This is an optimization exercise on Yosys and OpenROAD, whose aim is small area, a short achievable clock period and few clock cycles, not a production implementation. In this exercise RTL edits were held to simulation tests only and were not proved equivalent to the original. Power figures rest on the tool's default switching activity, not on a simulated workload.

<file path="run.sh">
#!/bin/bash
# synth_recipe.tcl (not shown) runs the flow's synth.tcl, then flattens the netlist and writes it again
# the make line also repeats each setting of config.mk as NAME=value (left out here)
make -C /OpenROAD-flow-scripts/flow DESIGN_CONFIG=/design/flow/config.mk WORK_HOME=/design/flow/orfs CLKGATE_MAP_FILE= SYNTH_SCRIPT=/design/flow/synth_recipe.tcl finish
</file>
<file path="constraint.sdc">
create_clock -name core_clock -period 9.0 [get_ports {i_clk}]
set_input_delay 1.8000 -clock core_clock [delete_from_list [all_inputs] [get_ports {i_clk}]]
set_output_delay 1.8000 -clock core_clock [all_outputs]
set_load 0.01 [all_outputs]
</file>
<file path="design.v">
`timescale 1ns / 1ps
module bcd_adder #(
    parameter NUM_DIGITS = 4                 
)(
    input wire  [NUM_DIGITS*4-1:0] i_num_a,  
    input wire  [NUM_DIGITS*4-1:0] i_num_b,  
    input wire                     i_carry,  
    output wire [NUM_DIGITS*4-1:0] o_num,    
    output wire                    o_carry   
);
    localparam N      = NUM_DIGITS;
    localparam LEVELS = $clog2(N + 1);
    wire [4*N-1:0] s0, s1;    
    wire [N-1:0]   g0, p0;    
    genvar i, l;
    function [7:0] fix_sum;
        input [4:0] t;
        case (t)
            5'd0: fix_sum = {4'd1, 4'd0};
            5'd1: fix_sum = {4'd2, 4'd1};
            5'd2: fix_sum = {4'd3, 4'd2};
            5'd3: fix_sum = {4'd4, 4'd3};
            5'd4: fix_sum = {4'd5, 4'd4};
            5'd5: fix_sum = {4'd6, 4'd5};
            5'd6: fix_sum = {4'd7, 4'd6};
            5'd7: fix_sum = {4'd8, 4'd7};
            5'd8: fix_sum = {4'd9, 4'd8};
            5'd9: fix_sum = {4'd0, 4'd9};
            5'd10: fix_sum = {4'd1, 4'd0};
            5'd11: fix_sum = {4'd2, 4'd1};
            5'd12: fix_sum = {4'd3, 4'd2};
            5'd13: fix_sum = {4'd4, 4'd3};
            5'd14: fix_sum = {4'd5, 4'd4};
            5'd15: fix_sum = {4'd6, 4'd5};
            5'd16: fix_sum = {4'd7, 4'd6};
            5'd17: fix_sum = {4'd8, 4'd7};
            5'd18: fix_sum = {4'd9, 4'd8};
            default: fix_sum = 8'd0;
        endcase
    endfunction
    generate
        for (i = 0; i < N; i = i + 1) begin : g_digit
            wire [4:0] t0 = i_num_a[4*i+:4] + i_num_b[4*i+:4];
            wire [7:0] fs = fix_sum(t0);
            assign g0[i] = t0[4] | (t0[3] & (t0[2] | t0[1]));
            assign p0[i] = (t0 == 5'd9);
            assign s0[4*i+:4] = fs[3:0];
            assign s1[4*i+:4] = fs[7:4];
        end
    endgenerate
    wire [(N+1)*(LEVELS+1)-1:0] G, P;
    assign G[N:0] = {g0, i_carry};
    assign P[N:0] = {p0, 1'b0};
    generate
        for (l = 0; l < LEVELS; l = l + 1) begin : g_level
            for (i = 0; i <= N; i = i + 1) begin : g_pos
                if (i >= (1 << l)) begin : g_comb
                    assign G[(l+1)*(N+1)+i] = G[l*(N+1)+i] | (P[l*(N+1)+i] & G[l*(N+1)+i-(1<<l)]);
                    assign P[(l+1)*(N+1)+i] = P[l*(N+1)+i] & P[l*(N+1)+i-(1<<l)];
                end else begin : g_pass
                    assign G[(l+1)*(N+1)+i] = G[l*(N+1)+i];
                    assign P[(l+1)*(N+1)+i] = P[l*(N+1)+i];
                end
            end
        end
    endgenerate
    wire [N:0] c = G[LEVELS*(N+1)+:(N+1)];
    generate
        for (i = 0; i < N; i = i + 1) begin : g_sum
            assign o_num[4*i+:4] = c[i] ? s1[4*i+:4] : s0[4*i+:4];
        end
    endgenerate
    assign o_carry = c[N];
endmodule
`timescale 1ns / 1ps
module bcd_double #(
    parameter NUM_DIGITS = 4
)(
    input wire  [NUM_DIGITS*4-1:0] i_num,
    output wire [NUM_DIGITS*4+3:0] o_num
);
    function [2:0] dbl_hi;
        input [3:0] d;
        case (d)
            4'd0, 4'd5: dbl_hi = 3'd0;
            4'd1, 4'd6: dbl_hi = 3'd1;
            4'd2, 4'd7: dbl_hi = 3'd2;
            4'd3, 4'd8: dbl_hi = 3'd3;
            4'd4, 4'd9: dbl_hi = 3'd4;
            default:    dbl_hi = 3'd0;
        endcase
    endfunction
    function dbl_carry;
        input [3:0] d;
        dbl_carry = d[3] | (d[2] & (d[1] | d[0]));
    endfunction
    genvar n;
    generate
        for (n = 0; n <= NUM_DIGITS; n = n + 1) begin : g_digit
            wire [3:0] cur = (n < NUM_DIGITS) ? i_num[4*n+:4] : 4'd0;
            wire [3:0] low = (n > 0) ? i_num[4*n-4+:4] : 4'd0;
            assign o_num[4*n+:4] = {dbl_hi(cur), dbl_carry(low)};
        end
    endgenerate
endmodule
module bcd_times5 #(
    parameter NUM_DIGITS = 4
)(
    input wire  [NUM_DIGITS*4-1:0] i_num,
    output wire [NUM_DIGITS*4+3:0] o_num
);
    function [3:0] x5_digit;
        input [2:0] lh;         
        input       odd;
        case ({odd, lh})
            4'b0_000: x5_digit = 4'd0;
            4'b0_001: x5_digit = 4'd1;
            4'b0_010: x5_digit = 4'd2;
            4'b0_011: x5_digit = 4'd3;
            4'b0_100: x5_digit = 4'd4;
            4'b1_000: x5_digit = 4'd5;
            4'b1_001: x5_digit = 4'd6;
            4'b1_010: x5_digit = 4'd7;
            4'b1_011: x5_digit = 4'd8;
            4'b1_100: x5_digit = 4'd9;
            default:  x5_digit = 4'd0;
        endcase
    endfunction
    genvar n;
    generate
        for (n = 0; n <= NUM_DIGITS; n = n + 1) begin : g_digit
            wire [3:0] cur = (n < NUM_DIGITS) ? i_num[4*n+:4] : 4'd0;
            wire [3:0] low = (n > 0) ? i_num[4*n-4+:4] : 4'd0;
            assign o_num[4*n+:4] = x5_digit(low[3:1], cur[0]);
        end
    endgenerate
endmodule
`timescale 1ns / 1ps
module input_interpreter #(
    parameter NUM_DIGITS  = 4,   
    parameter STACK_DEPTH = 7    
)(
    input wire                   i_clk,                  
    input wire                   i_rst,                  
    input wire                   i_valid,                
    input wire  [5-1:0] i_symbol,               
    input wire             [3:0] i_stack_ptr,            
    input wire                   i_operation_done,       
    output wire                  o_bcdu_instr_valid,     
    output wire           [15:0] o_bcdu_instr,           
    output wire                  o_loopback_en,          
    output wire [5-1:0] o_loopback_symbol,      
    output wire                  o_print_start,          
    output wire                  o_add_start,            
    output wire                  o_sub_start,            
    output wire                  o_mul_start,            
    output wire                  o_div_start,            
    output wire                  o_op_accept,            
    output wire                  o_op_sub,               
    output wire                  o_op_mul,               
    output wire                  o_op_div,               
    output wire                  o_comma_inc,            
    output wire                  o_comma_clr,            
    output wire                  o_sign_set,             
    output wire                  o_sign_clr,             
    output reg             [3:0] o_stack_ptr_next,       
    output wire                  o_ready                 
);
    localparam DIGIT_CNT_WIDTH = $clog2(NUM_DIGITS / 2 + 1);
    reg [5-1:0] r_symbol_buf, n_symbol_buf;
    reg [DIGIT_CNT_WIDTH-1:0] r_digit_cnt, n_digit_cnt;
    reg r_got_comma, n_got_comma;
    reg r_got_sign, n_got_sign;
    reg r_got_operator, n_got_operator;
    reg r_got_last_num, n_got_last_num;
    reg r_clr, n_clr;
    reg r_internal_rst, n_internal_rst;
    reg        r_bcdu_instr_valid, n_bcdu_instr_valid;
    reg [15:0] r_bcdu_instr, n_bcdu_instr;
    assign o_bcdu_instr_valid = r_bcdu_instr_valid;
    assign o_bcdu_instr       = r_bcdu_instr;
    reg                  r_loopback_en, n_loopback_en;
    reg [5-1:0] r_loopback_symbol, n_loopback_symbol;
    assign o_loopback_en     = r_loopback_en;
    assign o_loopback_symbol = r_loopback_symbol;
    reg r_print_start, n_print_start;
    reg r_add_start, n_add_start;
    reg r_sub_start, n_sub_start;
    reg r_mul_start, n_mul_start;
    reg r_div_start, n_div_start;
    assign o_print_start = r_print_start;
    assign o_add_start   = r_add_start;
    assign o_sub_start   = r_sub_start;
    assign o_mul_start   = r_mul_start;
    assign o_div_start   = r_div_start;
    assign o_op_accept   = n_add_start | n_sub_start | n_mul_start | n_div_start;
    assign o_op_sub      = n_sub_start;
    assign o_op_mul      = n_mul_start;
    assign o_op_div      = n_div_start;
    reg r_comma_inc, n_comma_inc;
    reg r_comma_clr, n_comma_clr;
    reg r_sign_set, n_sign_set;
    reg r_sign_clr, n_sign_clr;
    reg r_ready, n_ready;
    assign o_comma_inc     = r_comma_inc;
    assign o_comma_clr     = r_comma_clr;
    assign o_sign_set      = r_sign_set;
    assign o_sign_clr      = r_sign_clr;
    assign o_ready         = r_ready;
    always @* begin
        n_symbol_buf   = r_symbol_buf;
        n_digit_cnt    = r_digit_cnt;
        n_got_comma    = r_got_comma;
        n_got_sign     = r_got_sign;
        n_got_operator = 1'b0;
        n_got_last_num = r_got_last_num;
        n_clr          = r_clr;
        n_internal_rst = 1'b0;
        n_bcdu_instr_valid = 1'b0;
        n_bcdu_instr       = {4'h0, 12'b0};
        n_loopback_en     = 1'b0;
        n_loopback_symbol = 5'h00;
        n_print_start = 1'b0;
        n_add_start   = 1'b0;
        n_sub_start   = 1'b0;
        n_mul_start   = 1'b0;
        n_div_start   = 1'b0;
        n_comma_inc = 1'b0;
        n_comma_clr = 1'b0;
        n_sign_set  = 1'b0;
        n_sign_clr  = 1'b0;
        n_ready     = r_ready;
        o_stack_ptr_next = i_stack_ptr;
        n_internal_rst = 1'b0;
        if (i_operation_done) n_ready = 1'b1;
        if (r_clr) begin
            if (r_loopback_symbol == 5'h0D) begin
                n_loopback_en     = 1'b1;
                n_loopback_symbol = 5'h0A;
            end
            if (i_stack_ptr == 0) begin
                n_symbol_buf   = 5'h00;
                n_digit_cnt    = 0;
                n_got_comma    = 1'b0;
                n_got_sign     = 1'b0;
                n_got_last_num = 1'b0;
                n_clr          = 1'b0;
                n_ready        = 1'b1;
            end else begin
                o_stack_ptr_next = (i_stack_ptr - 1);
            end
            n_comma_clr = 1'b1;
            n_sign_clr  = 1'b1;
            n_bcdu_instr_valid = 1'b1;
            n_bcdu_instr       = {4'h6, i_stack_ptr, 8'b0};
        end
        if (i_valid && r_ready) begin
            if ((i_symbol >= 5'h10) && (i_symbol <= 5'h19) && (r_symbol_buf != 5'h0D) && (i_stack_ptr != STACK_DEPTH)) begin
                if (r_digit_cnt < (NUM_DIGITS / 2)) begin
                    n_digit_cnt = (r_digit_cnt + 1);
                    n_bcdu_instr_valid = 1'b1;
                    n_bcdu_instr       = {4'h1, i_stack_ptr, 2'b11, {6-5{1'b0}}, i_symbol};
                    n_loopback_en     = 1'b1;
                    n_loopback_symbol = i_symbol;
                    if (r_got_comma) n_comma_inc = 1'b1;
                    if ((r_symbol_buf == 5'h1D) && !r_got_sign) begin
                        n_got_sign = 1'b1;
                        n_sign_set = 1'b1;
                    end
                    n_symbol_buf = i_symbol;
                end
            end else if ((i_symbol == 5'h1C) && !r_got_comma) begin
                n_got_comma = 1'b1;
                n_loopback_en     = 1'b1;
                n_loopback_symbol = i_symbol;
                if ((r_symbol_buf == 5'h1D) && !r_got_sign) begin
                    n_got_sign = 1'b1;
                    n_sign_set = 1'b1;
                end
                n_symbol_buf = i_symbol;
            end else if (((i_symbol == 5'h1B) || (i_symbol == 5'h1D)) && ((r_symbol_buf == 5'h00) || (r_symbol_buf == 5'h02))) begin
                n_loopback_en     = 1'b1;
                n_loopback_symbol = i_symbol;
                n_symbol_buf = i_symbol;
            end else if (((i_symbol == 5'h1A) || (i_symbol == 5'h1F)) && (r_symbol_buf == 5'h02)) begin
                n_loopback_en     = 1'b1;
                n_loopback_symbol = i_symbol;
                n_symbol_buf = i_symbol;
            end else if ((i_symbol == 5'h02) && (r_symbol_buf != 5'h02) && (r_symbol_buf != 5'h00)) begin
                if (i_stack_ptr != (STACK_DEPTH - 1)) begin
                    n_digit_cnt = 0;
                    n_got_comma = 1'b0;
                    n_got_sign  = 1'b0;
                end
                n_loopback_en     = 1'b1;
                n_loopback_symbol = i_symbol;
                if ((((r_symbol_buf >= 5'h10) && (r_symbol_buf <= 5'h19)) || (r_symbol_buf == 5'h0D)) && (i_stack_ptr != STACK_DEPTH)) o_stack_ptr_next = (i_stack_ptr + 1);
                if (((r_symbol_buf == 5'h1B) || (r_symbol_buf == 5'h1D) || (r_symbol_buf == 5'h1A) || (r_symbol_buf == 5'h1F)) && (i_stack_ptr > 1)) begin
                    n_add_start = (r_symbol_buf == 5'h1B);
                    n_sub_start = (r_symbol_buf == 5'h1D);
                    n_mul_start = (r_symbol_buf == 5'h1A);
                    n_div_start = (r_symbol_buf == 5'h1F);
                    n_ready     = 1'b0;
                    if (i_stack_ptr != 0) o_stack_ptr_next = (i_stack_ptr - 1);
                end
                n_symbol_buf = i_symbol;
            end else if ((i_symbol == 5'h0D) && (r_symbol_buf == 5'h02)) begin
                n_loopback_en     = 1'b1;
                n_loopback_symbol = i_symbol;
                n_print_start = 1'b1;
                n_ready = 1'b0;
                o_stack_ptr_next = (i_stack_ptr - 1);
                n_symbol_buf = i_symbol;
            end else if (i_symbol == 5'h07) begin
                n_loopback_en     = 1'b1;
                n_loopback_symbol = 5'h0D;
                n_clr = 1'b1;
                n_ready = 1'b0;
            end
        end
    end
    always @(posedge i_clk) begin
        if (i_rst || r_internal_rst) begin
            r_symbol_buf   <= 5'h00;
            r_digit_cnt    <= 0;
            r_got_comma    <= 1'b0;
            r_got_sign     <= 1'b0;
            r_got_operator <= 1'b0;
            r_got_last_num <= 1'b0;
            r_clr          <= 1'b0;
            r_internal_rst <= 1'b0;
            r_bcdu_instr_valid <= 1'b0;
            r_bcdu_instr       <= {4'h0, 12'b0};
            r_loopback_en     <= 1'b0;
            r_loopback_symbol <= 5'h00;
            r_print_start <= 1'b0;
            r_add_start   <= 1'b0;
            r_sub_start   <= 1'b0;
            r_mul_start   <= 1'b0;
            r_div_start   <= 1'b0;
            r_comma_inc <= 1'b0;
            r_comma_clr <= 1'b0;
            r_sign_set  <= 1'b0;
            r_sign_clr  <= 1'b0;
            r_ready     <= 1'b1;
        end else begin
            r_symbol_buf   <= n_symbol_buf;
            r_digit_cnt    <= n_digit_cnt;
            r_got_comma    <= n_got_comma;
            r_got_sign     <= n_got_sign;
            r_got_operator <= n_got_operator;
            r_got_last_num <= n_got_last_num;
            r_clr          <= n_clr;
            r_internal_rst <= n_internal_rst;
            r_bcdu_instr_valid <= n_bcdu_instr_valid;
            r_bcdu_instr       <= n_bcdu_instr;
            r_loopback_en     <= n_loopback_en;
            r_loopback_symbol <= n_loopback_symbol;
            r_print_start <= n_print_start;
            r_add_start   <= n_add_start;
            r_sub_start   <= n_sub_start;
            r_mul_start   <= n_mul_start;
            r_div_start   <= n_div_start;
            r_comma_inc <= n_comma_inc;
            r_comma_clr <= n_comma_clr;
            r_sign_set  <= n_sign_set;
            r_sign_clr  <= n_sign_clr;
            r_ready     <= n_ready;
        end
    end
endmodule
`timescale 1ns / 1ps
module output_formatter #(
    parameter NUM_DIGITS      = 4,  
    parameter COMMA_POS_WIDTH = 2   
)(
    input wire                       i_clk,                  
    input wire                       i_rst,                  
    input wire                       i_loopback_en,          
    input wire      [5-1:0] i_loopback_symbol,      
    input wire                       i_stream_start,         
    input wire                       i_sign,                 
    input wire [COMMA_POS_WIDTH-1:0] i_comma,                
    input wire  [NUM_DIGITS*4-1:0]   i_num,                  
    output wire     [5-1:0] o_symbol,               
    output wire                      o_symbol_valid,         
    output wire                      o_stream_done           
);
    localparam STATE_LOOPBACK = 3'd0,
               STATE_NEW_LINE = 3'd1,
               STATE_SIGN     = 3'd2,
               STATE_DIGITS   = 3'd3,
               STATE_DONE     = 3'd4;
    localparam IDX_WIDTH = $clog2(NUM_DIGITS);
    reg [2:0]           state_reg, state_next;
    reg [IDX_WIDTH-1:0] idx_reg, idx_next;
    reg got_msd_reg, got_msd_next;
    reg got_comma_reg, got_comma_next;
    reg zero_left_reg, zero_left_next;
    reg [5-1:0] symbol_buf_reg, symbol_buf_next;
    reg [5-1:0] symbol_out_reg, symbol_out_next;
    reg                  symbol_out_valid_reg, symbol_out_valid_next;
    assign o_symbol       = symbol_out_reg;
    assign o_symbol_valid = symbol_out_valid_reg;
    assign o_stream_done  = (state_reg != STATE_LOOPBACK) && (state_reg != STATE_DONE) && (state_next == STATE_DONE);
    wire [NUM_DIGITS-1:0] nz;           
    wire [NUM_DIGITS-1:0] low_zero;     
    wire [NUM_DIGITS-1:0] first_cand;   
    genvar n;
    generate
        for (n = 0; n < NUM_DIGITS; n = n + 1) begin : g_digit
            assign nz[n]         = |i_num[4*n+:4];
            assign low_zero[n]   = ~|i_num[4*n+3:0];
            assign first_cand[n] = nz[n] | (i_comma == n) | ((i_comma != 0) && (i_comma - 1'b1 == n));
        end
    endgenerate
    reg [IDX_WIDTH-1:0] start_idx;
    integer k;
    always @* begin
        start_idx = 0;
        for (k = 0; k < NUM_DIGITS; k = k + 1)
            if (first_cand[k]) start_idx = k;
    end
    wire       any_cand = |first_cand;
    wire [3:0] digit     = i_num[4*idx_reg+:4];
    wire       zero_left = low_zero[idx_reg];
    wire [5-1:0] digit_sym = {1'b1, digit};
    always @* begin
        state_next            = state_reg;
        idx_next              = idx_reg;
        got_msd_next          = got_msd_reg;
        got_comma_next        = got_comma_reg;
        zero_left_next        = zero_left_reg;
        symbol_buf_next       = symbol_buf_reg;
        symbol_out_next       = symbol_out_reg;
        symbol_out_valid_next = 1'b0;
        case (state_reg)
            STATE_LOOPBACK: begin
                got_msd_next   = 1'b0;
                got_comma_next = 1'b0;
                zero_left_next = 1'b0;
                if (i_loopback_en) begin
                    symbol_out_next       = i_loopback_symbol;
                    symbol_out_valid_next = 1'b1;
                end
                if (i_stream_start) state_next = STATE_NEW_LINE;
            end
            STATE_NEW_LINE: begin
                symbol_out_next       = 5'h0A;
                symbol_out_valid_next = 1'b1;
                idx_next              = start_idx;
                if (i_sign)         state_next = STATE_SIGN;
                else if (any_cand)  state_next = STATE_DIGITS;
                else                state_next = STATE_DONE;
            end
            STATE_SIGN: begin
                symbol_out_next       = 5'h1D;
                symbol_out_valid_next = 1'b1;
                state_next = any_cand ? STATE_DIGITS : STATE_DONE;
            end
            STATE_DIGITS: begin
                idx_next       = idx_reg - 1'b1;
                zero_left_next = zero_left_reg | zero_left;
                if ((digit != 4'd0) || (i_comma == idx_reg)) got_msd_next = 1'b1;
                if ((i_comma != 0) && ((i_comma - 1'b1) == idx_reg)) begin
                    got_comma_next = 1'b1;
                    symbol_buf_next = digit_sym;
                    symbol_out_next = 5'h1C;
                    if (!zero_left) symbol_out_valid_next = 1'b1;
                end else if (got_msd_next) begin
                    symbol_out_valid_next = 1'b1;
                    if (got_comma_reg) begin
                        symbol_buf_next = digit_sym;
                        symbol_out_next = symbol_buf_reg;
                    end else begin
                        symbol_out_next = digit_sym;
                    end
                end
                if ((idx_reg == 0) || (got_comma_next && zero_left)) state_next = STATE_DONE;
            end
            STATE_DONE: begin
                state_next = STATE_LOOPBACK;
                if (got_comma_reg && !zero_left_reg) begin
                    symbol_out_next       = symbol_buf_reg;
                    symbol_out_valid_next = 1'b1;
                end
            end
            default: state_next = STATE_LOOPBACK;
        endcase
    end
    always @(posedge i_clk) begin
        if (i_rst) begin
            state_reg            <= STATE_LOOPBACK;
            idx_reg              <= 0;
            got_msd_reg          <= 1'b0;
            got_comma_reg        <= 1'b0;
            zero_left_reg        <= 1'b0;
            symbol_buf_reg       <= 5'h00;
            symbol_out_reg       <= 5'h00;
            symbol_out_valid_reg <= 1'b0;
        end else begin
            state_reg            <= state_next;
            idx_reg              <= idx_next;
            got_msd_reg          <= got_msd_next;
            got_comma_reg        <= got_comma_next;
            zero_left_reg        <= zero_left_next;
            symbol_buf_reg       <= symbol_buf_next;
            symbol_out_reg       <= symbol_out_next;
            symbol_out_valid_reg <= symbol_out_valid_next;
        end
    end
endmodule
`timescale 1ns / 1ps
module calc_core #(
    parameter NUM_DIGITS  = 20,  
    parameter STACK_DEPTH = 6    
)(
    input wire                   i_clk,           
    input wire                   i_rst,           
    input wire                   i_valid,         
    input wire  [5-1:0] i_symbol,        
    output wire [5-1:0] o_symbol,        
    output wire                  o_symbol_valid,  
    output wire                  o_ready          
);
    localparam CW = $clog2(NUM_DIGITS);           
    localparam AW = $clog2(STACK_DEPTH);          
    localparam W  = NUM_DIGITS * 4;               
    localparam IW = $clog2(NUM_DIGITS);           
    localparam [AW-1:0] ACC_ADDR = STACK_DEPTH;        
    localparam [AW-1:0] QUO_ADDR = STACK_DEPTH + 1;    
    reg  [3:0] stack_ptr_reg;
    wire [3:0] stack_ptr_next;
    wire [3:0] stack_ptr      = stack_ptr_reg;
    wire [3:0] prev_stack_ptr = ((stack_ptr_reg == 0) ? 4'd0 : (stack_ptr_reg - 4'd1));
    wire [2:0] stack_ptr_m1   = stack_ptr_reg[2:0] - 3'd1;
    wire [2:0] stack_ptr_m2   = stack_ptr_reg[2:0] - 3'd2;
    always @(posedge i_clk) begin
        if (i_rst) stack_ptr_reg <= 0;
        else       stack_ptr_reg <= stack_ptr_next;
    end
    reg [CW:0] sc_mem [0:(1<<AW)-1];
    wire [CW:0] sc_cur  = sc_mem[stack_ptr[AW-1:0]];
    wire [CW:0] sc_prev = sc_mem[prev_stack_ptr[AW-1:0]];
    wire          rd_sign       = sc_cur[CW];
    wire [CW-1:0] rd_comma      = sc_cur[CW-1:0];
    wire          rd_prev_sign  = sc_prev[CW];
    wire [CW-1:0] rd_prev_comma = sc_prev[CW-1:0];
    reg          sc_wr_en;
    reg [AW-1:0] sc_wr_addr;
    reg [CW:0]   sc_wr_data;
    integer m;
    always @(posedge i_clk) begin
        if (i_rst) begin
            for (m = 0; m < (1 << AW); m = m + 1) sc_mem[m] <= 0;
        end else if (sc_wr_en) begin
            sc_mem[sc_wr_addr] <= sc_wr_data;
        end
    end
    wire        inp_instr_valid;
    wire [15:0] inp_instr;
    wire                  loopback_en;
    wire [5-1:0] loopback_symbol;
    wire print_start;
    wire print_done;
    wire add_start;
    wire sub_start;
    wire mul_start;
    wire div_start;
    wire op_accept;      
    wire op_accept_sub;
    wire op_accept_mul;
    wire op_accept_div;
    wire comma_inc;
    wire comma_clr;
    wire sign_set;
    wire sign_clr;
    reg  eng_done;
    wire op_done = print_done | eng_done;
    input_interpreter #(
        .NUM_DIGITS(NUM_DIGITS),
        .STACK_DEPTH(STACK_DEPTH)
    ) u_input_interpreter (
        .i_clk(i_clk),
        .i_rst(i_rst),
        .i_valid(i_valid),
        .i_symbol(i_symbol),
        .i_stack_ptr(stack_ptr),
        .i_operation_done(op_done),
        .o_bcdu_instr_valid(inp_instr_valid),
        .o_bcdu_instr(inp_instr),
        .o_loopback_en(loopback_en),
        .o_loopback_symbol(loopback_symbol),
        .o_print_start(print_start),
        .o_add_start(add_start),
        .o_sub_start(sub_start),
        .o_mul_start(mul_start),
        .o_div_start(div_start),
        .o_op_accept(op_accept),
        .o_op_sub(op_accept_sub),
        .o_op_mul(op_accept_mul),
        .o_op_div(op_accept_div),
        .o_comma_inc(comma_inc),
        .o_comma_clr(comma_clr),
        .o_sign_set(sign_set),
        .o_sign_clr(sign_clr),
        .o_stack_ptr_next(stack_ptr_next),
        .o_ready(o_ready)
    );
    wire          inp_shl   = inp_instr_valid && (inp_instr[15:12] == 4'h1);
    wire          inp_clr   = inp_instr_valid && (inp_instr[15:12] == 4'h6);
    wire [AW-1:0] inp_addr  = inp_instr[8+:AW];
    wire [3:0]    inp_digit = inp_instr[3:0];
    localparam S_IDLE   = 5'd0,
               S_AS_LD  = 5'd1,
               S_AS_SHX = 5'd2,
               S_AS_SHA = 5'd3,
               S_AS_CMP = 5'd4,
               S_AS_RES = 5'd5,
               S_AS_LDA = 5'd20,
               S_MU_FIX = 5'd6,
               S_MU_LD  = 5'd7,
               S_MU_CHK = 5'd8,
               S_MU_DIG = 5'd9,
               S_MU_D2  = 5'd10,
               S_MU_MOV = 5'd11,
               S_DV_LD  = 5'd12,
               S_DV_CHK = 5'd13,
               S_DV_DIG = 5'd14,
               S_DV_T4  = 5'd15,
               S_DV_T2  = 5'd16,
               S_DV_T1  = 5'd17,
               S_DV_ET  = 5'd18,
               S_DV_FIN = 5'd19;
    reg [4:0] state, state_next;
    reg       r_busy;             
    reg  [W-1:0] r_num [0:(1<<AW)-1];
    reg  [AW-1:0] r_rpa, n_rpa;      
    wire [AW-1:0] rp_addr = r_rpa;
    wire [W-1:0]  rp      = r_num[rp_addr];
    reg           wb_en;
    reg  [AW-1:0] wb_addr;
    reg           wb_s_shl, wb_s_sum, wb_s_ncp;    
    reg           acc_en;
    reg  [W-1:0]  acc_data;
    reg           quo_en;
    reg  [W-1:0]  quo_data;
    wire [W-1:0] wb_data_g;         
    genvar gi;
    generate
        for (gi = 0; gi < (1 << AW); gi = gi + 1) begin : g_row
            wire          row_wb = wb_en && (wb_addr == gi);
            wire          own_en = (gi == ACC_ADDR) ? acc_en : ((gi == QUO_ADDR) ? quo_en : 1'b0);
            wire [W-1:0]  own_d  = (gi == ACC_ADDR) ? acc_data : quo_data;
            wire          own    = own_en & ~i_rst;
            wire          en     = i_rst | own_en | row_wb;
            wire [W-1:0]  d      = own ? own_d : wb_data_g;
            always @(posedge i_clk) begin
                if (en) r_num[gi] <= d;
            end
        end
    endgenerate
    wire [W-1:0] acc = r_num[ACC_ADDR];
    wire [W-1:0] quo = r_num[QUO_ADDR];
    wire [NUM_DIGITS-1:0] rp_nz;
    generate
        for (gi = 0; gi < NUM_DIGITS; gi = gi + 1) begin : g_nz
            assign rp_nz[gi] = |rp[4*gi+:4];
        end
    endgenerate
    wire rp_zero = ~|rp_nz;
    reg [IW-1:0] rp_top;    
    integer k;
    always @* begin
        rp_top = 0;
        for (k = 0; k < NUM_DIGITS; k = k + 1)
            if (rp_nz[k]) rp_top = k;
    end
    reg [W-1:0] x_reg;              
    reg r_xl, r_xz0, r_xs4, r_xs1;
    reg n_xl, n_xz0, n_xs4, n_xs1;
    wire [W-1:0] x_next = r_xl  ? (rp & {W{~r_xz0}}) :
                          r_xs4 ? {x_reg[W-17:0], 16'd0} :
                          r_xs1 ? {x_reg[W-5:0], 4'd0} : x_reg;
    reg [W-1:0] y_reg, y_next;      
    wire [W+3:0] x1 = {4'd0, x_next};
    wire [W+3:0] x2, x5;
    bcd_double #(.NUM_DIGITS(NUM_DIGITS))     u_dbl1 (.i_num(x_next), .o_num(x2));
    bcd_times5 #(.NUM_DIGITS(NUM_DIGITS))     u_x5   (.i_num(x_next), .o_num(x5));
    localparam Q_ZERO = 2'd0, Q_X1 = 2'd1, Q_X2 = 2'd2, Q_X5 = 2'd3;
    localparam P_Y = 5'b00001, P_ACC = 5'b00010, P_ACC_SH = 5'b00100, P_ACC_SH0 = 5'b01000, P_QUO = 5'b10000;
    reg [4:0] r_psel, n_psel;       
    reg       r_sub, n_sub;       
    reg       r_cin, n_cin;       
    reg [3:0] r_din, n_din;       
    reg [1:0] n_qsel;
    reg       n_late;             
    function bcd_less;
        input [W-1:0] a, b;
        integer j;
        reg lt, decided;
        begin
            lt = 1'b0;
            decided = 1'b0;
            for (j = NUM_DIGITS - 1; j >= 0; j = j - 1) begin
                if (!decided && (a[4*j+:4] != b[4*j+:4])) begin
                    lt = (a[4*j+:4] < b[4*j+:4]);
                    decided = 1'b1;
                end
            end
            bcd_less = lt;
        end
    endfunction
    function [3:0] nines;
        input [3:0] d;
        nines = {~(d[3] | d[2] | d[1]), d[2] ^ d[1], d[1], ~d[0]};
    endfunction
    function [W+3:0] pick_multiple;
        input [1:0]   sel;
        input         ncp;
        input [W+3:0] m1, m2, m5;
        reg   [W+3:0] v;
        integer       j;
        begin
            case (sel)
                Q_X1:    v = m1;
                Q_X2:    v = m2;
                Q_X5:    v = m5;
                default: v = {(W+4){1'b0}};
            endcase
            if (ncp)
                for (j = 0; j <= NUM_DIGITS; j = j + 1) v[4*j+:4] = nines(v[4*j+:4]);
            pick_multiple = v;
        end
    endfunction
    wire [W+3:0] qop_main = pick_multiple(n_qsel, n_sub, x1, x2, x5);
    wire [W+3:0] qop_alt  = pick_multiple(Q_X1,   1'b1,  x1, x2, x5);    
    reg  [W+3:0] r_qop;
    wire [W+3:0] add_b = r_qop;
    wire [W-1:0] p_val = ({W{r_psel[0]}} & y_reg) |
                         ({W{r_psel[1]}} & acc) |
                         ({W{r_psel[2]}} & {acc[W-5:0], r_din}) |
                         ({W{r_psel[3]}} & {acc[W-5:0], 4'd0}) |
                         ({W{r_psel[4]}} & quo);
    wire [W+3:0] sum_full;
    wire         cout;
    bcd_adder #(
        .NUM_DIGITS(NUM_DIGITS + 1)
    ) u_add (
        .i_num_a({4'd0, p_val}),
        .i_num_b(add_b),
        .i_carry(r_cin),
        .o_num(sum_full),
        .o_carry(cout)
    );
    wire [W-1:0] sum      = sum_full[W-1:0];
    wire         sum_zero = (sum == 0);
    wire         acc_zero = (acc == 0);
    wire [W-1:0] sum_ncp;
    generate
        for (gi = 0; gi < NUM_DIGITS; gi = gi + 1) begin : g_sncp
            assign sum_ncp[4*gi+:4] = nines(sum[4*gi+:4]);
        end
    endgenerate
    assign wb_data_g = ({W{wb_s_shl & ~i_rst}} & {rp[W-5:0], inp_digit}) |
                       ({W{wb_s_sum & ~i_rst}} & sum) |
                       ({W{wb_s_ncp & ~i_rst}} & sum_ncp);
    reg          r_op_sub, n_op_sub;
    reg          r_sa, n_sa, r_sb, n_sb;
    reg [CW-1:0] r_ca, n_ca, r_cb, n_cb;
    reg [AW-1:0] r_aa, n_aa, r_ab, n_ab;
    reg          r_gf, n_gf, r_ef, n_ef;
    reg [4:0]    r_k, n_k;
    reg          r_shx, n_shx;    
    reg [IW-1:0] r_idx, n_idx;
    reg          r_past, n_past;
    reg [5:0]    r_dcnt, n_dcnt;
    reg [4:0]    r_qcnt, n_qcnt;
    reg [3:0]    r_q, n_q;
    reg [4:0]    r_t2, n_t2;
    reg          r_xz, n_xz;
    reg          r_fixed, n_fixed;    
    wire          ca_gt_cb  = (r_ca > r_cb);
    wire [CW-1:0] c_diff    = ca_gt_cb ? (r_ca - r_cb) : (r_cb - r_ca);
    wire [4:0]    c_shift   = (c_diff > NUM_DIGITS) ? NUM_DIGITS : c_diff;
    wire          ld_gt     = (rd_prev_comma > rd_comma);
    wire [CW-1:0] ld_diff   = ld_gt ? (rd_prev_comma - rd_comma) : (rd_comma - rd_prev_comma);
    wire [4:0]    ld_shift  = (ld_diff > NUM_DIGITS) ? NUM_DIGITS : ld_diff;
    wire [IW-1:0] idx_dec       = r_idx - 1'b1;
    wire [3:0]    rp_digit      = rp[4*r_idx+:4];
    wire [3:0]    rp_digit_next = rp[4*idx_dec+:4];
    wire [3:0]    rp_digit_top  = rp[4*rp_top+:4];
    wire [3:0]    y_digit_next  = y_reg[4*idx_dec+:4];
    reg  [3:0] mul_d, mul_e, mul_n;
    localparam [4:0] ST_NONE = 5'b0_0_000;
    reg  [4:0] mul_t1, mul_t2;
    always @* begin
        if (mul_e > 4'd2)                             mul_n = mul_e;
        else if ((mul_e != 4'd0) && (mul_d < 4'd2))   mul_n = 4'd1;
        else                                          mul_n = mul_d;
        case (mul_n)
            4'd1:    begin mul_t1 = {1'b1, 1'b0, 1'b0, Q_X1}; mul_t2 = ST_NONE; end
            4'd2:    begin mul_t1 = {1'b1, 1'b0, 1'b0, Q_X2}; mul_t2 = ST_NONE; end
            4'd3:    begin mul_t1 = {1'b1, 1'b0, 1'b0, Q_X2}; mul_t2 = {1'b0, 1'b0, 1'b0, Q_X1}; end
            4'd4:    begin mul_t1 = {1'b1, 1'b0, 1'b0, Q_X5}; mul_t2 = {1'b0, 1'b1, 1'b0, Q_X1}; end
            4'd5:    begin mul_t1 = {1'b1, 1'b0, 1'b0, Q_X5}; mul_t2 = ST_NONE; end
            4'd6:    begin mul_t1 = {1'b1, 1'b0, 1'b0, Q_X5}; mul_t2 = {1'b0, 1'b0, 1'b0, Q_X1}; end
            4'd7:    begin mul_t1 = {1'b1, 1'b0, 1'b0, Q_X5}; mul_t2 = {1'b0, 1'b0, 1'b0, Q_X2}; end
            4'd8:    begin mul_t1 = {1'b0, 1'b0, 1'b0, Q_X1}; mul_t2 = {1'b1, 1'b1, 1'b0, Q_X2}; end
            4'd9:    begin mul_t1 = {1'b0, 1'b0, 1'b0, Q_X1}; mul_t2 = {1'b1, 1'b1, 1'b0, Q_X1}; end
            default: begin mul_t1 = {1'b1, 1'b0, 1'b0, Q_ZERO}; mul_t2 = ST_NONE; end
        endcase
    end
    wire [3:0] acc_top  = acc[W-1-:4];
    wire       mul_mis  = !r_fixed && ((acc_top > 4'd2) ? (acc_top != r_din)
                                                         : ((acc_top != 4'd0) && (r_din == 4'd0)));
    wire [4:0]    qcnt_inc    = r_qcnt + 1'b1;
    wire [3:0]    q_inc       = r_q + 4'd1;
    wire [3:0]    q_plus2     = r_q + 4'd2;
    wire          as_subtract = r_op_sub ^ r_sa ^ r_sb;
    wire          as_equal    = (y_reg == x_reg);
    wire [CW-1:0] div_comma   = r_dcnt - NUM_DIGITS + r_ca - r_cb;
    wire          div_exact   = acc_zero && (r_dcnt > NUM_DIGITS);
    wire [W-1:0]  rem_cmp     = (state == S_DV_DIG) ? {acc[W-5:0], r_din} : acc;
    wire          rem_lt      = bcd_less(rem_cmp, x_reg);
    wire going_idle = ((state == S_IDLE) && !op_accept) ||
                      (state == S_AS_RES) || (state == S_MU_MOV) || (state == S_DV_FIN);
    always @* begin
        state_next = state;
        n_op_sub = r_op_sub; n_sa = r_sa; n_sb = r_sb; n_ca = r_ca; n_cb = r_cb;
        n_aa   = r_aa;   n_ab = r_ab;
        n_gf   = r_gf;   n_ef = r_ef;
        n_k    = r_k; n_shx = r_shx;    n_idx = r_idx; n_past = r_past;
        n_dcnt = r_dcnt; n_qcnt = r_qcnt; n_q = r_q; n_t2 = r_t2; n_xz = r_xz; n_fixed = r_fixed;
        n_din  = r_din;
        n_rpa  = r_rpa;
        n_psel = P_Y;
        n_qsel = Q_ZERO;
        n_late = 1'b0;
        n_sub  = 1'b0;
        n_cin  = 1'b0;
        mul_d  = r_din;
        mul_e  = acc[W-1-:4];
        y_next = y_reg;
        wb_en    = 1'b0;
        wb_addr  = inp_addr;
        wb_s_shl = 1'b0;
        wb_s_sum = 1'b0;
        wb_s_ncp = 1'b0;
        acc_en   = 1'b0;
        acc_data = sum;
        quo_en   = 1'b0;
        quo_data = quo;
        eng_done = 1'b0;
        sc_wr_en   = 1'b0;
        sc_wr_addr = stack_ptr[AW-1:0];
        sc_wr_data = {rd_sign, rd_comma};
        if (comma_clr) begin
            sc_wr_en             = 1'b1;
            sc_wr_data[CW-1:0]   = 0;
        end else if (comma_inc) begin
            sc_wr_en             = 1'b1;
            sc_wr_data[CW-1:0]   = rd_comma + 1'b1;
        end
        if (sign_clr) begin
            sc_wr_en       = 1'b1;
            sc_wr_data[CW] = 1'b0;
        end else if (sign_set) begin
            sc_wr_en       = 1'b1;
            sc_wr_data[CW] = 1'b1;
        end
        case (state)
            S_IDLE: begin
                if (inp_shl) begin
                    wb_en    = 1'b1;
                    wb_s_shl = 1'b1;
                end else if (inp_clr) begin
                    wb_en    = 1'b1;
                end
                n_op_sub = op_accept_sub;
                n_aa     = stack_ptr_m2;
                n_ab     = stack_ptr_m1;
                if (op_accept) begin
                    if (op_accept_mul) begin
                        state_next = S_MU_LD;
                        n_rpa      = stack_ptr_m1;
                    end else begin
                        state_next = op_accept_div ? S_DV_LD : S_AS_LD;
                        n_rpa      = stack_ptr_m1;
                    end
                end
            end
            S_AS_LD: begin
                n_sa = rd_prev_sign;  n_sb = rd_sign;
                n_ca = rd_prev_comma; n_cb = rd_comma;
                wb_en   = 1'b1;
                wb_addr = r_ab;
                sc_wr_en   = 1'b1;
                sc_wr_addr = r_ab;
                sc_wr_data = 0;
                n_k   = ld_shift;
                n_shx = ld_gt;
                n_rpa = r_aa;
                state_next = S_AS_LDA;
            end
            S_AS_LDA, S_AS_SHX: begin
                if (state == S_AS_LDA) y_next = rp;
                if ((state == S_AS_SHX) && (r_k != 5'd0)) begin
                    if (!r_shx) begin
                        y_next = (r_k >= 5'd4) ? {y_reg[W-17:0], 16'd0} : {y_reg[W-5:0], 4'd0};
                    end
                    n_k = (r_k >= 5'd4) ? (r_k - 5'd4) : (r_k - 5'd1);
                end
                if ((state == S_AS_LDA) ? (r_k == 5'd0) : (n_k == 5'd0)) begin
                    state_next = S_AS_CMP;
                    n_psel = P_Y; n_qsel = Q_X1; n_sub = 1'b1; n_cin = 1'b1;
                end else begin
                    state_next = S_AS_SHX;
                end
            end
            S_AS_CMP: begin
                n_gf = cout & ~as_equal;
                n_ef = as_equal;
                n_psel = P_Y;
                n_qsel = Q_X1;
                n_sub  = as_subtract;
                n_cin  = as_subtract & cout;
                eng_done   = 1'b1;      
                state_next = S_AS_RES;
            end
            S_AS_RES: begin
                wb_en   = 1'b1;
                wb_addr = r_aa;
                wb_s_ncp = r_sub && !r_cin;
                wb_s_sum = !(r_sub && !r_cin);
                sc_wr_en   = 1'b1;
                sc_wr_addr = r_aa;
                sc_wr_data = {~r_ef & ((r_gf & r_sa) | (~r_gf & (r_op_sub ^ r_sb))), (ca_gt_cb ? r_ca : r_cb)};
                state_next = S_IDLE;
            end
            S_MU_LD: begin
                n_sa = rd_prev_sign;  n_sb = rd_sign;
                n_ca = rd_prev_comma; n_cb = rd_comma;
                y_next   = rp;
                n_xz     = (r_ab == ACC_ADDR) | rp_zero;
                n_idx    = rp_top;
                n_din    = rp_digit_top;
                wb_en    = 1'b1;
                wb_addr  = r_ab;
                acc_en   = 1'b1;
                acc_data = 0;
                sc_wr_en   = 1'b1;
                sc_wr_addr = r_ab;
                sc_wr_data = 0;
                n_rpa      = r_aa;
                state_next = S_MU_CHK;
            end
            S_MU_CHK: begin
                n_fixed = 1'b1;
                mul_d   = r_din;
                mul_e   = acc_top;
                if (r_xz) begin
                    state_next = S_MU_MOV;
                    n_psel     = P_ACC;
                    n_qsel     = Q_ZERO;
                end else begin
                    n_qsel     = mul_t1[1:0];
                    n_sub      = mul_t1[3];
                    n_cin      = mul_t1[3];
                    n_psel     = mul_t1[4] ? P_ACC_SH0 : P_ACC;
                    n_t2       = mul_t2;
                    state_next = S_MU_DIG;
                end
            end
            S_MU_FIX: begin
                mul_d      = r_din;
                mul_e      = acc_top;
                n_qsel     = mul_t1[1:0];
                n_sub      = mul_t1[3];
                n_cin      = mul_t1[3];
                n_psel     = mul_t1[4] ? P_ACC_SH0 : P_ACC;
                n_t2       = mul_t2;
                n_fixed    = 1'b1;
                state_next = S_MU_DIG;
            end
            S_MU_DIG, S_MU_D2: begin
                acc_en = 1'b1;
                if ((state == S_MU_DIG) && mul_mis) begin
                    acc_en     = 1'b0;
                    state_next = S_MU_FIX;
                end else if ((state == S_MU_DIG) && (r_t2 != ST_NONE)) begin
                    state_next = S_MU_D2;
                    n_qsel     = r_t2[1:0];
                    n_sub      = r_t2[3];
                    n_cin      = r_t2[3];
                    n_psel     = r_t2[4] ? P_ACC_SH0 : P_ACC;
                end else if (r_idx == 0) begin
                    state_next = S_MU_MOV;
                    n_psel     = P_ACC;
                    n_qsel     = Q_ZERO;
                end else begin
                    n_idx      = idx_dec;
                    n_din      = y_digit_next;
                    mul_d      = y_digit_next;
                    mul_e      = 4'd0;
                    n_qsel     = mul_t1[1:0];
                    n_sub      = mul_t1[3];
                    n_cin      = mul_t1[3];
                    n_psel     = mul_t1[4] ? P_ACC_SH0 : P_ACC;
                    n_t2       = mul_t2;
                    n_fixed    = 1'b0;
                    state_next = S_MU_DIG;
                end
            end
            S_MU_MOV: begin
                wb_en   = 1'b1;
                wb_addr = r_aa;
                wb_s_sum = 1'b1;
                sc_wr_en   = 1'b1;
                sc_wr_addr = r_aa;
                sc_wr_data = {r_sa ^ r_sb, r_ca + r_cb};
                state_next = S_IDLE;
            end
            S_DV_LD: begin
                n_sa = rd_prev_sign;  n_sb = rd_sign;
                n_ca = rd_prev_comma; n_cb = rd_comma;
                n_xz     = (r_ab == ACC_ADDR) | rp_zero;
                wb_en    = 1'b1;
                wb_addr  = r_ab;
                acc_en   = 1'b1;
                acc_data = 0;
                quo_en   = 1'b1;
                quo_data = 0;
                sc_wr_en   = 1'b1;
                sc_wr_addr = r_ab;
                sc_wr_data = 0;
                n_rpa      = r_aa;
                state_next = S_DV_CHK;
            end
            S_DV_CHK: begin
                n_idx  = rp_top;
                n_din  = rp_digit_top;
                n_past = 1'b0;
                n_qcnt = 0;
                if (r_xz) begin
                    n_dcnt     = 6'd1;
                    state_next = S_DV_FIN;
                    n_psel     = P_QUO;
                end else if (rp_zero) begin
                    n_dcnt     = 6'd63;
                    state_next = S_DV_FIN;
                    n_psel     = P_QUO;
                end else begin
                    n_dcnt     = (NUM_DIGITS - 1) - rp_top;
                    state_next = S_DV_DIG;
                    n_psel     = P_ACC_SH;
                    n_qsel     = Q_X5;
                    n_sub      = 1'b1;
                    n_cin      = 1'b1;
                end
            end
            S_DV_DIG: begin
                if (div_exact) begin
                    state_next = S_DV_ET;
                    n_psel     = P_ACC;
                    n_qsel     = Q_X2;
                    n_sub      = 1'b1;
                    n_cin      = 1'b1;
                end else if (r_qcnt == NUM_DIGITS) begin
                    state_next = S_DV_FIN;
                    n_psel     = P_QUO;
                end else begin
                    acc_en   = 1'b1;
                    acc_data = cout ? sum : p_val;
                    n_dcnt   = r_dcnt + 1'b1;
                    n_idx    = idx_dec;
                    if (r_idx == 0) n_past = 1'b1;
                    n_sub  = 1'b1;
                    n_cin  = 1'b1;
                    if (rem_lt) begin
                        quo_en     = 1'b1;
                        quo_data   = {quo[W-5:0], 4'd0};
                        n_qcnt     = r_qcnt + 1'b1;
                        n_din      = (r_past || (r_idx == 0)) ? 4'd0 : rp_digit_next;
                        n_psel     = P_ACC_SH;
                        n_qsel     = Q_X5;
                        state_next = S_DV_DIG;
                    end else begin
                        n_q        = cout ? 4'd5 : 4'd0;
                        n_psel     = P_ACC;
                        n_qsel     = Q_X2;
                        state_next = S_DV_T4;
                    end
                end
            end
            S_DV_T4, S_DV_T2, S_DV_T1: begin
                n_sub = 1'b1;
                n_cin = 1'b1;
                if (rem_lt && (state != S_DV_T1)) begin
                    quo_en     = 1'b1;
                    quo_data   = {quo[W-5:0], r_q};
                    n_qcnt     = r_qcnt + 1'b1;
                    n_din      = r_past ? 4'd0 : rp_digit;
                    n_psel     = P_ACC_SH;
                    n_qsel     = Q_X5;
                    state_next = S_DV_DIG;
                end else begin
                    acc_en   = 1'b1;
                    acc_data = cout ? sum : p_val;
                    if (state == S_DV_T4) begin
                        n_q        = cout ? q_plus2 : r_q;
                        state_next = cout ? S_DV_T2 : S_DV_T1;
                        n_psel     = P_ACC;
                        n_qsel     = Q_X2;
                        n_late     = ~cout;
                    end else if (state == S_DV_T2) begin
                        quo_en     = 1'b1;
                        quo_data   = cout ? {quo[W-5:0], q_plus2} : quo;
                        n_qcnt     = cout ? qcnt_inc : r_qcnt;
                        n_din      = r_past ? 4'd0 : rp_digit;
                        state_next = cout ? S_DV_DIG : S_DV_T1;
                        n_psel     = cout ? P_ACC_SH : P_ACC;
                        n_qsel     = Q_X5;
                        n_late     = ~cout;
                    end else begin
                        quo_en     = 1'b1;
                        quo_data   = {quo[W-5:0], cout ? q_inc : r_q};
                        n_qcnt     = r_qcnt + 1'b1;
                        n_din      = r_past ? 4'd0 : rp_digit;
                        state_next = S_DV_DIG;
                        n_psel     = P_ACC_SH;
                        n_qsel     = Q_X5;
                    end
                end
            end
            S_DV_ET: begin
                acc_en     = 1'b1;
                state_next = S_DV_FIN;
                n_psel     = P_QUO;
            end
            S_DV_FIN: begin
                wb_en   = 1'b1;
                wb_addr = r_aa;
                wb_s_sum = 1'b1;
                sc_wr_en   = 1'b1;
                sc_wr_addr = r_aa;
                sc_wr_data = (r_dcnt == 6'd63) ? {(CW+1){1'b0}} : {r_sa ^ r_sb, div_comma};
                state_next = S_IDLE;
            end
            default: state_next = S_IDLE;
        endcase
        n_xl  = (state_next == S_AS_LD) || (state_next == S_DV_LD) || (state_next == S_MU_CHK);
        n_xz0 = ((state_next == S_DV_LD) && (n_ab == ACC_ADDR)) ||
                ((state_next == S_MU_CHK) && (n_aa == ACC_ADDR));
        n_xs4 = (state_next == S_AS_SHX) && n_shx && (n_k >= 5'd4);
        n_xs1 = (state_next == S_AS_SHX) && n_shx && (n_k != 5'd0) && (n_k < 5'd4);
        if (going_idle) n_rpa = stack_ptr_next[AW-1:0];
        if ((state != S_IDLE) && (state != state_next) &&
            ((state_next == S_MU_MOV) || (state_next == S_DV_FIN)))
            eng_done = 1'b1;
    end
    always @(posedge i_clk) begin
        if (i_rst) begin
            state    <= S_IDLE;
            r_busy   <= 1'b0;
            r_rpa    <= 0;
            r_psel   <= P_Y;
            r_sub    <= 1'b0;
            r_cin    <= 1'b0;
            r_din    <= 0;
            r_qop    <= 0;
            r_op_sub <= 1'b0; r_sa <= 1'b0; r_sb <= 1'b0;
            r_ca     <= 0;    r_cb <= 0;
            r_aa     <= 0;    r_ab <= 0;
            r_gf     <= 1'b0; r_ef <= 1'b0;
            r_k      <= 0; r_shx <= 1'b0;    r_idx <= 0; r_past <= 1'b0;
            r_dcnt   <= 0;    r_qcnt <= 0; r_q <= 0; r_t2 <= 0; r_xz <= 1'b0; r_fixed <= 1'b0;
            x_reg    <= 0;
            r_xl     <= 1'b0; r_xz0 <= 1'b0; r_xs4 <= 1'b0; r_xs1 <= 1'b0;
            y_reg    <= 0;
        end else begin
            state    <= state_next;
            r_busy   <= !going_idle;
            r_rpa    <= n_rpa;
            r_psel   <= n_psel;
            r_sub    <= n_sub;
            r_cin    <= n_cin;
            r_din    <= n_din;
            r_qop    <= n_late ? qop_alt : qop_main;
            r_op_sub <= n_op_sub; r_sa <= n_sa; r_sb <= n_sb;
            r_ca     <= n_ca;   r_cb <= n_cb;
            r_aa     <= n_aa;   r_ab <= n_ab;
            r_gf     <= n_gf;   r_ef <= n_ef;
            r_k      <= n_k; r_shx <= n_shx;    r_idx <= n_idx; r_past <= n_past;
            r_dcnt   <= n_dcnt; r_qcnt <= n_qcnt; r_q <= n_q; r_t2 <= n_t2; r_xz <= n_xz; r_fixed <= n_fixed;
            x_reg    <= x_next;
            r_xl     <= n_xl; r_xz0 <= n_xz0; r_xs4 <= n_xs4; r_xs1 <= n_xs1;
            y_reg    <= y_next;
        end
    end
    output_formatter #(
        .NUM_DIGITS(NUM_DIGITS),
        .COMMA_POS_WIDTH(CW)
    ) u_output_formatter (
        .i_clk(i_clk),
        .i_rst(i_rst),
        .i_loopback_en(loopback_en),
        .i_loopback_symbol(loopback_symbol),
        .i_stream_start(print_start),
        .i_sign(rd_sign),
        .i_comma(rd_comma),
        .i_num(rp),
        .o_symbol(o_symbol),
        .o_symbol_valid(o_symbol_valid),
        .o_stream_done(print_done)
    );
endmodule
`timescale 1ns / 1ps
module rpn_calc (
    input wire                   i_clk,           
    input wire                   i_rst,           
    input wire                   i_valid,         
    input wire  [5-1:0] i_symbol,        
    output wire [5-1:0] o_symbol,        
    output wire                  o_symbol_valid,  
    output wire                  o_ready          
);
    localparam NUM_DIGITS  = 20;
    localparam STACK_DEPTH = 6;
    calc_core #(
        .NUM_DIGITS(NUM_DIGITS),
        .STACK_DEPTH(STACK_DEPTH)
    ) u_calc_core (
        .i_clk(i_clk),
        .i_rst(i_rst),
        .i_valid(i_valid),
        .i_symbol(i_symbol),
        .o_symbol(o_symbol),
        .o_symbol_valid(o_symbol_valid),
        .o_ready(o_ready)
    );
endmodule
</file>
<file path="config.mk">
export PLATFORM = sky130hd
export DESIGN_NAME = rpn_calc
export DESIGN_NICKNAME = rpn_calc
export VERILOG_FILES = /design/flow/design.v
export SDC_FILE = /design/flow/constraint.sdc
export NUM_CORES = 4
export LEC_CHECK = 0
export CAP_MARGIN = 20
export CORE_MARGIN = 2
export CORE_UTILIZATION = 40
export PLACE_DENSITY = 0.6
export SETUP_SLACK_MARGIN = 2
export SLEW_MARGIN = 20
</file>
==> flow_summary_export.csv <==
group,metric,value,unit
outcome,status,"no timing/DRC/antenna violations",
drt,wire_per_inst,38.8,um
synthesis,ys_seq_area_share,36.1,%
timing,fin_ws,1880,ps
synthesis,netlist_area,78400,um2
worst_setup_path,cp-start-kind,"register",
drt,detail-route-antenna-nets,0,
placement,globalplace.congestion,1.11,
worst_setup_path,end_kind,"register",
power,power_frac_clock,21.9,%
worst_setup_path,cp_cell_sequence,"buf_4, mux2i_1, o32ai_1, o32ai_2, and4_1, nor3b_2, nand4_2, buf_4, o31ai_4, buf_4, nand2_2, buf_4, nor2_4, buf_4, o31ai_1, a221oi_1, a311oi_1",
timing,hold_viol_final,0,
worst_setup_path,rr_endpoint,"u_calc_core.r_qop[32]$_SDFF_PP0_",
worst_setup_path,cp.required,9690,ps
power,combPwrFrac,51.6,%
timing,min_period,7120,ps
power,p_seq_share,26.4,%
grt,overflow,0,
timing,fin_crit_sh,79.2,%
synthesis,ys_warn_count,7,
worst_setup_path,cpPeakStageDelay,890,ps
worst_setup_path,crit_fanout,40,
worst_setup_path,regToRegSetupSlack,1880,ps
worst_setup_path,reg2regPathDepth,17,
power,vdd_ir_drop_max,0.201,mV
drt,vias_per_cell,7.00,
grt,grtUsageTotal,42.9,%
clocking,clk_latency,870,ps
clocking,ctsHtreeMaxLevel,4,
timing,setup_violations,0,
grt,grt_pass1_wl,596000,um
clocking,cts_made_buffers,136,
synthesis,synth_compound_area_share,23.9,%
die,initial_core_util,40.2,%
synthesis,synth_simple_gate_area_share,17.3,%
synthesis,async_flop_share,0,%
power,leakage,33.3,nW
die,rows,162,
worst_setup_path,r2r_start,"u_calc_core.r_rpa[0]$_SDFFE_PP0P_",
synthesis,synth.largest_area_cell,"edfxtp_1",
synthesis,synth_top_area_share,26.4,%
placement,hpwl,327000,um
grt,grt_max_degree,130,
timing,finClkSkew,75.6,ps
synthesis,synthTopCellsByArea,"edfxtp_1 26%, dfxtp_1 9.7%, ha_1 6.0%",
synthesis,yosysUniqueCellTypes,127,
power,p_switching,0.0132,W
timing,slew_headroom,7.13,%
worst_setup_path,cpMostUsedCell,"buf_4",
timing,drv_slew,0,
die,die_area,199000,um2
synthesis,synthAdderAreaFrac,6.71,%
synthesis,synth_seq_cells,1068,
synthesis,synth_top_family_by_area,"compound AO/OA/AOI/OAI gates",
synthesis,synth_edf_count,688,
die,io_pins,15,
final_layout,largest_reg_flops,640,
synthesis,synth_fp_nets,9075,
placement,dpl_worst_slack,1300,ps
worst_setup_path,slowest_stage,"dfxtp_4",
worst_setup_path,worst-setup-path-type,"register to register",
synthesis,avgSynthCellArea,9.05,um2
final_layout,regMostFlops,"u_calc_core.r_num",
synthesis,synth_flop_cell,"edfxtp_1",
hold_path,holdPathStages,1,
job,cap_violations,0,
final_layout,layout-drive-gt1-share,12.2,%
power,swShare,50.0,%
clocking,cts_root_buf,"clkbuf_16",
final_layout,layout_commonest_cell,"nand2_1",
drt,drt_iter0_drc,13200,
final_layout,fin_nets,9038,
die,die_w,447,um
final_layout,synthToLayoutAreaGrowth,12.3,%
power,powerDensity,299,nW/um2
grt,grt_pass1_vias,71600,
clocking,cts.sinks,1068,
worst_setup_path,arrival,7810,ps
drt,dr.pass1.iters,13,
clocking,path_clk_slew,60,ps
placement,io_buffers,14,
timing,tns,0,ps
die,die_h,447,um
power,p_int,0.0131,W
timing,max_slew.worst_pin.slew,1380,ps
clocking,hold_buffers,0,
final_layout,design_area,88000,um2
die,core_area,195000,um2
timing,max_clock_freq,0.140,GHz
drt,routed_wirelength,442000,um
clocking,clock_path_buffers,3,
grt,antenna_found_initial,68,
final_layout,top_regs,"u_calc_core.r_num x640, u_calc_core.r_qop x84",
hold_path,min_to,"u_calc_core.u_input_interpreter.r_sign_set$_SDFF_PP0_",
final_layout,final_cell_mix,"1,029 x nand2_1, 746 x nor2_1, 688 x edfxtp_1",
hold_path,hold_path_class,"register to register",
hold_path,hp-start,"u_calc_core.u_input_interpreter.r_got_sign$_SDFF_PP0_",
drt,route.detailed.drc,0,
timing,rsz0062_at_grt,"no",
synthesis,synthCells,8664,
synthesis,synth_xor_area_share,2.60,%
clocking,cts_tree,"done",
placement,dpl-instance-area,83000,um2
drt,vias,79600,
synthesis,synth_mux_area_share,8.34,%
## logic make-up after synthesis
kind of cell | count (synthesis)
mux | 500
compound gates | 2597
flops | 1068
buf+inv | 952
simple gates | 2910
fa+ha+maj | 404
xor+xnor | 233
## synthesized netlist by cell type, drive strengths merged, types with 205 or more instances
library cell and count:
o21ai 400, ha 376, nand3 218, a21oi 486, dfxtp 380, inv 346, nor2 764, nand2 1041
buf 205, edfxtp 688, mux2i 321, clkbuf 394
## worst max-delay path by stage
stage          depth (start not counted)                         startpoint                                 end
6_report                              17  u_calc_core.r_rpa[0]$_SDFFE_PP0P_    u_calc_core.r_qop[32]$_SDFF_PP0_
5_1_grt                               17  u_calc_core.r_rpa[0]$_SDFFE_PP0P_    u_calc_core.r_qop[32]$_SDFF_PP0_
4_1_cts                               20    u_calc_core.state[2]$_SDFF_PP0_  u_calc_core.r_num[6][40]$_DFFE_PP_
3_5_place_dp                          17    u_calc_core.state[3]$_SDFF_PP0_  u_calc_core.r_num[6][57]$_DFFE_PP_
3_3_place_gp                          17    u_calc_core.state[3]$_SDFF_PP0_  u_calc_core.r_num[6][53]$_DFFE_PP_
2_1_floorplan                         11    u_calc_core.state[2]$_SDFF_PP0_   u_calc_core.r_num[0][0]$_DFFE_PP_
## power by group through the flow
stage | logic [W] | clock network [W] | registers, W
after CTS | 0.0128 | 0.00579 | 0.00680
after detailed placement | 0.0127 | 0 | 0.00690
after floorplan | 0.00740 | 0 | 0.00617
after global routing | 0.0139 | 0.00597 | 0.00689
after global placement | 0.0127 | 0 | 0.00690
final | 0.0136 | 0.00578 | 0.00695
## layout make-up
class,instances,area [um2]
multi-input cells,6645,46800
diodes,31,77.6
inverters,353,1330
fillers,18800,107000
clock inverters,70,925
well taps,2624,3280
repair buffers,423,3680
clock buffers,172,3660
flip-flops and latches,1068,28300
## through the flow
stage | util [%] | cells | hold WS (ps) | power (W)
finish | 45.2 | 11400 | 430 | 0.0263
global placement | 42.6 | 11100 | 422 | 0.0196
floorplan | - | 8664 | 405 | 0.0136
global route | 45.2 | 11400 | 453 | 0.0267
detailed placement | 42.6 | 11100 | 424 | 0.0196
CTS | 45.0 | 11300 | 432 | 0.0254
## layer usage
metal / up-vias / routed length (um) / GRT usage (%)
met3: 1143 / 67900 / 18.7
met5: - / 631 / 0.733
met4: 50 / 26200 / 21.5
met1: 39600 / 176000 / 57.9
met2: 6052 / 171000 / 57.5
li1: 32800 / - / -
## timing repair
action	in CTS	in global routing
setup endpoints to repair	310	387
gates cloned	1	0
hold endpoints to repair	0	0
resized for setup	19	30
pin swaps	1	2
setup buffers	0	7
## critical path, delay by kind of cell (launching register included)
kind	cells	cell delay, ps
compound gates	6	1740
buf+inv	5	1450
flops	1	890
mux	1	770
simple gates	5	1900
Testbench counts, summed over its fixed seeds: cycles 32,689.

## afterwards: timing with drivers on the ports
The results above use ideal ports. As a check the final layout listed here was re-extracted and re-timed, cells and wires unchanged.
Step 1: set_driving_cell puts a clkbuf_16 on i_clk and a buf_2 on each other input, an assumption about the parent block.
Step 2, shift: input delay + t, output delay - t, t = (earliest + latest rising clock arrival at the registers) / 2. This alone moves slack from input paths to output paths.
a / b / c = ideal ports / drivers / drivers and shift; a / b = the first two.
t (ns): 0.929
slack for setup (ns): 1.876 / 1.876 / 1.876
hold slack, ns: 0.430 / 0.430 / 0.430
pins driven straight from the clock port: 1
After both steps setup and hold are still met in this run. The setup slack of this run moves by 0.000 ns with the drivers and by 0.000 ns with both steps.
